From an optimization exercise on the open Yosys and OpenROAD flow, aimed at small area, a short achievable clock period and few clock cycles; shortcuts taken in it are not production practice. RTL that was checked went through simulation tests only; none was proved equivalent to the original. No activity file was given, so power comes from the tool's default toggle rates.

==> job 9177 <==
Design VSCPU, start of the top module:
module VSCPU (clk, rst, data_fromRAM, wrEn, addr_toRAM, data_toRAM);
input clk, rst;
input [31:0] data_fromRAM;
output wrEn;
output [13:0] addr_toRAM;
output [31:0] data_toRAM;
localparam [2:0] OP_ADD = 3'd0, OP_NAND = 3'd1, OP_SRL = 3'd2, OP_LT = 3'd3,
                 OP_CP = 3'd4, OP_MUL = 3'd5, OP_BZJ = 3'd6, OP_CPI = 3'd7;
localparam [3:0] S_START = 4'd0, S_RB = 4'd1, S_W1 = 4'd2, S_EX = 4'd3,
                 S_BZ1 = 4'd4, S_BZ2 = 4'd5, S_WAITF = 4'd6, S_MUL = 4'd7,
                 S_RST = 4'd8;
reg [3:0]  st;
reg [13:0] PC;
reg [31:0] IW;        
reg [31:0] R1;        
reg [31:0] D;         
reg [13:0] AO;        
reg        WE;
reg [13:0] lwa;       
reg        lwv;
reg        conflict;  
reg        latchR1;
reg        xselD;
reg        mlast;
reg        bprev;     
assign wrEn = WE & ~rst;
assign addr_toRAM = AO;
assign data_toRAM = D;
wire [2:0]  d_op = data_fromRAM[31:29];
wire        d_im = data_fromRAM[28];
wire [13:0] d_A  = data_fromRAM[27:14];
wire [13:0] d_B  = data_fromRAM[13:0];
wire        hitA = lwv & (d_A == lwa);
wire        hitB = lwv & (d_B == lwa);
wire [13:0] PC1  = PC + 14'd1;
wire        d_cp = (d_op == OP_CP);
wire        d_readB = ~d_im & ~hitB & ~d_cp;
wire        d_readX = d_cp ? (~d_im & ~hitB) : (d_readB | ~hitA);
wire [2:0]  op = IW[31:29];
wire        mul = (st == S_MUL);
wire [31:0] X = xselD ? D : data_fromRAM;
wire [31:0] Y = R1;
wire        is_lt = (op == OP_LT);
wire        b_one = R1[0] ^ bprev;
wire        b_two = (R1[1] & ~R1[0] & ~bprev) | (~R1[1] & R1[0] & bprev);
wire        b_neg = R1[1] & ~(R1[0] & bprev);
  ...
Settings: LEC_CHECK=0, CAP_MARGIN=20, CORE_MARGIN=2, CORE_UTILIZATION=40, SETUP_SLACK_MARGIN=0.3, SLEW_MARGIN=20; clock period 14.0 ns.
standard.sh (not shown) runs the stock make flow with config.mk's settings and CLKGATE_MAP_FILE= SYNTH_SCRIPT=/design/flow/synth_recipe.tcl, a recipe that flattens the netlist after the stock synthesis.
==> flow/flow/run.sh <==
#!/bin/bash
set -euo pipefail
bash standard.sh synth > synth.log 2>&1
bash standard.sh SETUP_SLACK_MARGIN=8 "BUFFER_PORTS_ARGS=-buffer_cell sky130_fd_sc_hd__buf_2" finish > layout.log 2>&1
==> job 5492 (differences from job 9177) <==
==> flow/design.v (replaced) <==
module VSCPU (clk, rst, data_fromRAM, wrEn, addr_toRAM, data_toRAM);
input clk, rst;
input [31:0] data_fromRAM;
output wrEn;
output [13:0] addr_toRAM;
output [31:0] data_toRAM;
localparam [2:0] OP_ADD = 3'd0, OP_NAND = 3'd1, OP_SRL = 3'd2, OP_LT = 3'd3,
                 OP_CP = 3'd4, OP_MUL = 3'd5, OP_BZJ = 3'd6, OP_CPI = 3'd7;
localparam [3:0] S_START = 4'd0, S_RB = 4'd1, S_W1 = 4'd2, S_EX = 4'd3,
                 S_BZ1 = 4'd4, S_BZ2 = 4'd5, S_WAITF = 4'd6, S_MUL = 4'd7,
                 S_RST = 4'd8, S_SRL = 4'd9;
reg [3:0]  st;
reg [13:0] PC;
reg [31:0] IW;        
reg [31:0] R1;        
reg [31:0] D;         
reg [1:0]  asel;      
reg        WE;
reg [13:0] lwa;       
reg        lwv;
reg        latchR1;
reg        xselD;
reg        mlast;
reg        bprev;     
assign wrEn = WE & ~rst;
localparam [1:0] A_PC = 2'd0, A_B = 2'd1, A_A = 2'd2, A_LW = 2'd3;
assign addr_toRAM = (asel == A_B) ? IW[13:0] : (asel == A_A) ? IW[27:14] :
                    (asel == A_LW) ? lwa : PC;
assign data_toRAM = D;
wire [2:0]  d_op = data_fromRAM[31:29];
wire        d_im = data_fromRAM[28];
wire [13:0] d_A  = data_fromRAM[27:14];
wire [13:0] d_B  = data_fromRAM[13:0];
wire        hitA = lwv & (d_A == lwa);
wire        hitB = lwv & (d_B == lwa);
wire [13:0] PC1  = PC + 14'd1;
wire        d_cp = (d_op == OP_CP);
wire        d_readB = ~d_im & ~hitB & ~d_cp;
wire        d_readX = d_cp ? (~d_im & ~hitB) : (d_readB | ~hitA);
wire [2:0]  op = IW[31:29];
wire        mul = (st == S_MUL);
wire [31:0] X = xselD ? D : data_fromRAM;
wire [31:0] Y = R1;
wire        is_lt = (op == OP_LT);
wire        b_one = R1[0] ^ bprev;
wire        b_two = (R1[1] & ~R1[0] & ~bprev) | (~R1[1] & R1[0] & bprev);
wire        b_neg = R1[1] & ~(R1[0] & bprev);
wire [31:0] b_sel = b_two ? {IW[30:0], 1'b0} : (b_one ? IW : 32'd0);
wire [31:0] Qb = mul ? b_sel : R1;
wire        inv = mul ? b_neg : is_lt;
wire [31:0] Q = inv ? ~Qb : Qb;
wire        cin = mul ? b_neg : (is_lt | IW[13]);
wire [32:0] sum = {1'b0, X} + {1'b0, Q} + {32'd0, cin};
reg  [31:0] res;
always @* begin
    case (op)
        OP_ADD:  res = sum[31:0];
        OP_NAND: res = ~(X & Y);
        OP_SRL:  res = (Y[31:5] != 27'd0) ? 32'd0 : X;    
        OP_LT:   res = {31'd0, ~sum[32]};
        OP_CP:   res = IW[28] ? Y : X;
        OP_MUL:  res = 32'd0;
        default: res = Y;
    endcase
end
wire [13:0] waddr = (op == OP_CPI) ? X[13:0] : IW[27:14];
function [1:0] mclass(input [31:0] v);
    if (v[31:7] == 25'd0 || v[31:7] == {25{1'b1}}) mclass = 2'd0;
    else if (v[31:15] == 17'd0 || v[31:15] == {17{1'b1}}) mclass = 2'd1;
    else if (v[31:23] == 9'd0 || v[31:23] == {9{1'b1}}) mclass = 2'd2;
    else mclass = 2'd3;
endfunction
wire       swap = mclass(X) < mclass(Y);
wire       lastX = (X[31:1] == 31'd0) | (X[31:1] == {31{1'b1}});
wire       lastY = (Y[31:1] == 31'd0) | (Y[31:1] == {31{1'b1}});
wire [31:0] mstep = sum[31:0];
wire        mnext_last = (R1[31:3] == 29'd0) | (R1[31:3] == {29{1'b1}});
wire [13:0] d_tgt = d_im ? (PC + d_B) : d_A;
wire bz_pred = 0;
always @(posedge clk) begin
    WE <= 1'b0;
    case (st)
    S_START: begin
        if (WE && lwa == PC) begin
            asel <= A_PC;
            st <= S_WAITF;
        end else begin
            IW <= data_fromRAM;
            if (d_op == OP_BZJ) begin
                R1[13:0] <= d_tgt;
                if (hitB) begin
                    asel <= A_PC;
                    PC <= (D == 32'd0) ? d_tgt : PC1;
                    st <= S_WAITF;
                end else begin
                    asel <= A_B;
                    st <= S_BZ1;
                end
            end else begin
                R1 <= d_im ? {18'd0, d_B} : D;
                xselD <= ~d_readX;
                latchR1 <= d_readB;
                if (d_readB) begin
                    asel <= A_B;
                    st <= S_RB;
                end else if (d_readX) begin
                    asel <= d_cp ? A_B : A_A;
                    st <= S_W1;
                end else begin
                    if (d_op != OP_MUL) begin
                        asel <= A_PC;
                        PC <= PC1;
                    end
                    st <= S_EX;
                end
            end
        end
    end
    S_RB: begin
        asel <= A_A;
        st <= S_W1;
    end
    S_W1: begin
        if (latchR1) R1 <= data_fromRAM;
        if (op != OP_MUL) begin
            asel <= A_PC;
            PC <= PC1;
        end
        st <= S_EX;
    end
    S_EX: begin
        if (op == OP_MUL) begin
            IW <= swap ? Y : X;
            R1 <= swap ? X : Y;
            D <= res;
            xselD <= 1'b1;
            bprev <= 1'b0;
            lwa <= IW[27:14];
            lwv <= 1'b0;
            mlast <= swap ? lastX : lastY;
            if (swap ? lastX : lastY) begin
                asel <= A_PC;
                PC <= PC1;
            end
            st <= S_MUL;
        end else if (op == OP_SRL && Y[31:5] == 27'd0 && Y[4:0] != 5'd0) begin
            D <= X;
            lwa <= IW[27:14];
            lwv <= 1'b0;
            mlast <= (Y[4:0] == 5'd1);
            if (Y[4:0] == 5'd1) asel <= A_PC;
            st <= S_SRL;
        end else begin
            D <= res;
            asel <= A_LW;
            WE <= 1'b1;
            lwa <= waddr;
            lwv <= 1'b1;
            st <= S_START;
        end
    end
    S_MUL: begin
        D <= mstep;
        IW <= IW << 2;
        R1 <= {R1[31], R1[31], R1[31:2]};
        bprev <= R1[1];
        if (mlast) begin
            asel <= A_LW;
            WE <= 1'b1;
            lwv <= 1'b1;
            st <= S_START;
        end else if (mnext_last) begin
            asel <= A_PC;
            PC <= PC1;
            mlast <= 1'b1;
        end
    end
    S_SRL: begin
        D <= {1'b0, D[31:1]};
        R1[4:0] <= R1[4:0] - 5'd1;
        if (mlast) begin
            asel <= A_LW;
            WE <= 1'b1;
            lwv <= 1'b1;
            st <= S_START;
        end else if (R1[4:0] == 5'd2) begin
            asel <= A_PC;
            mlast <= 1'b1;
        end
    end
    S_BZ1: begin
        asel <= A_PC;
        PC <= bz_pred ? R1[13:0] : PC1;
        if (bz_pred) R1[13:0] <= PC1;
        st <= S_BZ2;
    end
    S_BZ2: begin
        if ((data_fromRAM == 32'd0) == bz_pred) begin
            st <= S_START;
        end else begin
            asel <= A_PC;
            PC <= R1[13:0];
            st <= S_WAITF;
        end
    end
    S_RST: begin
        asel <= A_PC;
        PC <= 14'd0;
        lwv <= 1'b0;
        st <= S_WAITF;
    end
    default: begin  
        st <= S_START;
    end
    endcase
    if (rst) begin
        st <= S_RST;
        WE <= 1'b0;
    end
end
endmodule
CTS_BUF_LIST = sky130_fd_sc_hd__clkbuf_8   (was not set)
CTS_CLUSTER_DIAMETER = 80   (was not set)
CTS_CLUSTER_SIZE = 20   (was not set)
==> job 307 (differences from job 9177) <==
--- a/flow/design.v
+++ b/flow/design.v
@@ -3,16 +3,15 @@
 input [31:0] data_fromRAM;
 output wrEn;
 output [13:0] addr_toRAM;
 output [31:0] data_toRAM;
 localparam [2:0] OP_ADD = 3'd0, OP_NAND = 3'd1, OP_SRL = 3'd2, OP_LT = 3'd3,
                  OP_CP = 3'd4, OP_MUL = 3'd5, OP_BZJ = 3'd6, OP_CPI = 3'd7;
-localparam [3:0] S_START = 4'd0, S_RB = 4'd1, S_W1 = 4'd2, S_EX = 4'd3,
-                 S_BZ1 = 4'd4, S_BZ2 = 4'd5, S_WAITF = 4'd6, S_MUL = 4'd7,
-                 S_RST = 4'd8;
-reg [3:0]  st;
+localparam [2:0] S_START = 3'd0, S_RB = 3'd1, S_W1 = 3'd2, S_EX = 3'd3,
+                 S_BZ1 = 3'd4, S_BZ2 = 3'd5, S_WAITF = 3'd6, S_MUL = 3'd7;
+reg [2:0]  st;
 reg [13:0] PC;
 reg [31:0] IW;        
 reg [31:0] R1;        
 reg [31:0] D;         
 reg [13:0] AO;        
 reg        WE;
@@ -75,13 +74,17 @@
 wire        mnext_last = (R1[31:3] == 29'd0) | (R1[31:3] == {29{1'b1}});
 wire [13:0] d_tgt = d_im ? (PC + d_B) : d_A;
 wire bz_pred = 0;
 always @(posedge clk) begin
     WE <= 1'b0;
     if (rst) begin
-        st <= S_RST;
+        st <= S_WAITF;
+        AO <= 14'd0;
+        PC <= 14'd0;
+        lwv <= 1'b0;
+        conflict <= 1'b0;
     end else begin
         case (st)
         S_START: begin
             if (conflict) begin
                 AO <= PC;
                 conflict <= 1'b0;
@@ -184,19 +187,12 @@
             end else begin
                 AO <= R1[13:0];
                 PC <= R1[13:0];
                 st <= S_WAITF;
             end
         end
-        S_RST: begin
-            AO <= 14'd0;
-            PC <= 14'd0;
-            lwv <= 1'b0;
-            conflict <= 1'b0;
-            st <= S_WAITF;
-        end
         default: begin  
             st <= S_START;
         end
         endcase
     end
 end
==> flow/flow/run.sh (replaced) <==
#!/bin/bash
set -euo pipefail
bash standard.sh synth > synth.log 2>&1
bash standard.sh SETUP_SLACK_MARGIN=8 "BUFFER_PORTS_ARGS=-buffer_cell sky130_fd_sc_hd__buf_4" finish > layout.log 2>&1
==> job 3534 (differences from job 9177) <==
--- a/flow/design.v
+++ b/flow/design.v
@@ -5,13 +5,13 @@
 output [13:0] addr_toRAM;
 output [31:0] data_toRAM;
 localparam [2:0] OP_ADD = 3'd0, OP_NAND = 3'd1, OP_SRL = 3'd2, OP_LT = 3'd3,
                  OP_CP = 3'd4, OP_MUL = 3'd5, OP_BZJ = 3'd6, OP_CPI = 3'd7;
 localparam [3:0] S_START = 4'd0, S_RB = 4'd1, S_W1 = 4'd2, S_EX = 4'd3,
                  S_BZ1 = 4'd4, S_BZ2 = 4'd5, S_WAITF = 4'd6, S_MUL = 4'd7,
-                 S_RST = 4'd8;
+                 S_RST = 4'd8, S_SRL = 4'd9;
 reg [3:0]  st;
 reg [13:0] PC;
 reg [31:0] IW;        
 reg [31:0] R1;        
 reg [31:0] D;         
 reg [13:0] AO;        
@@ -52,15 +52,16 @@
 wire [32:0] sum = {1'b0, X} + {1'b0, Q} + {32'd0, cin};
 reg  [31:0] res;
 always @* begin
     case (op)
         OP_ADD:  res = sum[31:0];
         OP_NAND: res = ~(X & Y);
-        OP_SRL:  res = X >> Y;
+        OP_SRL:  res = (Y[31:5] != 27'd0) ? 32'd0 : X;    
         OP_LT:   res = {31'd0, ~sum[32]};
         OP_CP:   res = IW[28] ? Y : X;
+        OP_MUL:  res = 32'd0;
         default: res = Y;
     endcase
 end
 wire [13:0] waddr = (op == OP_CPI) ? X[13:0] : IW[27:14];
 function [1:0] mclass(input [31:0] v);
     if (v[31:7] == 25'd0 || v[31:7] == {25{1'b1}}) mclass = 2'd0;
@@ -131,23 +132,30 @@
             st <= S_EX;
         end
         S_EX: begin
             if (op == OP_MUL) begin
                 IW <= swap ? Y : X;
                 R1 <= swap ? X : Y;
-                D <= 32'd0;
+                D <= res;
                 xselD <= 1'b1;
                 bprev <= 1'b0;
                 lwa <= IW[27:14];
                 lwv <= 1'b0;
                 mlast <= swap ? lastX : lastY;
                 if (swap ? lastX : lastY) begin
                     AO <= PC1;
                     PC <= PC1;
                 end
                 st <= S_MUL;
+            end else if (op == OP_SRL && Y[31:5] == 27'd0 && Y[4:0] != 5'd0) begin
+                D <= X;
+                lwa <= IW[27:14];
+                lwv <= 1'b0;
+                mlast <= (Y[4:0] == 5'd1);
+                if (Y[4:0] == 5'd1) AO <= PC;
+                st <= S_SRL;
             end else begin
                 D <= res;
                 AO <= waddr;
                 WE <= 1'b1;
                 lwa <= waddr;
                 lwv <= 1'b1;
@@ -169,12 +177,26 @@
             end else if (mnext_last) begin
                 AO <= PC1;
                 PC <= PC1;
                 mlast <= 1'b1;
             end
         end
+        S_SRL: begin
+            D <= {1'b0, D[31:1]};
+            R1[4:0] <= R1[4:0] - 5'd1;
+            if (mlast) begin
+                AO <= lwa;
+                WE <= 1'b1;
+                lwv <= 1'b1;
+                conflict <= (lwa == PC);
+                st <= S_START;
+            end else if (R1[4:0] == 5'd2) begin
+                AO <= PC;
+                mlast <= 1'b1;
+            end
+        end
         S_BZ1: begin
             AO <= bz_pred ? R1[13:0] : PC1;
             PC <= bz_pred ? R1[13:0] : PC1;
             if (bz_pred) R1[13:0] <= PC1;
             st <= S_BZ2;
         end
CTS_BUF_LIST = sky130_fd_sc_hd__clkbuf_8   (was not set)
CTS_CLUSTER_DIAMETER = 80   (was not set)
CTS_CLUSTER_SIZE = 20   (was not set)
==> run summary <==
Run status: job 307 finished clean; job 3534 finished clean; job 9177 finished clean; job 5492 finished clean
Global Route met3 Usage: job 307 11.1%; job 3534 9.38%; job 9177 14.5%; job 5492 8.10%
Proportion of cell area occupied by registers: job 307 20.2%; job 3534 25.2%; job 9177 23.0%; job 5492 25.4%
Slowest cell on the critical path: job 307 buf_16; job 3534 buf_12; job 9177 buf_6; job 5492 fa_1
PnR worst setup slack: job 307 8.01 ns; job 3534 8.05 ns; job 9177 8.03 ns; job 5492 7.99 ns
Internal power: job 307 1.38 mW; job 3534 0.954 mW; job 9177 1.30 mW; job 5492 1.16 mW
Met1 layer wirelength in the final routing: job 307 39.0 mm; job 3534 31.1 mm; job 9177 34.2 mm; job 5492 26.3 mm
Post-layout net count: job 307 2517; job 3534 2112; job 9177 2272; job 5492 1919
Flip-flop and latch count after synthesis: job 307 148; job 3534 149; job 9177 149; job 5492 136
Half-perimeter wire length after detailed placement: job 307 76.7 mm; job 3534 59.2 mm; job 9177 68.2 mm; job 5492 48.5 mm
Max Fanout on Critical Path: job 307 19; job 3534 16; job 9177 12; job 5492 7
Height of the die: job 307 218 um; job 3534 206 um; job 9177 213 um; job 5492 194 um
Post-synthesis adder-cell area fraction: job 307 3.54%; job 3534 4.19%; job 9177 3.71%; job 5492 4.73%
Cells after DPL: job 307 3009; job 3534 2537; job 9177 2743; job 5492 2263
Combined flip-flop and latch cell area: job 307 4110 um^2; job 3534 4420 um^2; job 9177 4430 um^2; job 5492 4040 um^2
Worst path required time: job 307 11.20 ns; job 3534 11.20 ns; job 9177 11.20 ns; job 5492 14.24 ns
Pre-antenna DRT Iters: job 307 6; job 3534 8; job 9177 8; job 5492 23
Mean Syn Cell Area: job 307 7.35 um^2; job 3534 7.90 um^2; job 9177 7.78 um^2; job 5492 7.92 um^2
Net switching power figure: job 307 1.32 mW; job 3534 0.812 mW; job 9177 1.22 mW; job 5492 1.00 mW
Testbench counts of job 5492, summed over its fixed seeds: cycles 214,860.
Testbench counts of job 307, summed over its fixed seeds: cycles 208,481.
For job 9177 and job 3534, only the layout was checked, not whether the RTL still works.

afterwards: timing with drivers on the ports:
The flow's constraints put no driver on any port. The routed layouts listed below were extracted and timed again, unchanged, in two steps.
Step 1 sets driving cells, clkbuf_16 on the clock port and buf_2 on the other inputs (assumed; they add their load-dependent delay and slew).
Step 2, shift: input delay + t, output delay - t, t = (earliest + latest rising clock arrival at the registers) / 2. This alone moves slack from input paths to output paths.
Three values: ideal ports, drivers, drivers and shift; two values: the first two.
run | shift t [ns] | setup WS [ns] | worst register clock-pin slew, ns | pins driven straight from the clock port
job 9177 | 0.515 | 8.032 / 8.002 / 7.573 | 0.08 / 0.08 | 1
job 5492 | 0.540 | 7.987 / 8.004 / 7.479 | 0.10 / 0.10 | 1
job 307 | 0.534 | 8.011 / 7.865 / 7.574 | 0.07 / 0.07 | 1
job 3534 | 0.635 | 8.051 / 8.001 / 7.509 | 0.10 / 0.10 | 1
After both steps every run listed still meets setup and hold. The setup slack of job 3534, which loses most, moves by -0.050 ns with the drivers and by -0.542 ns with both steps.
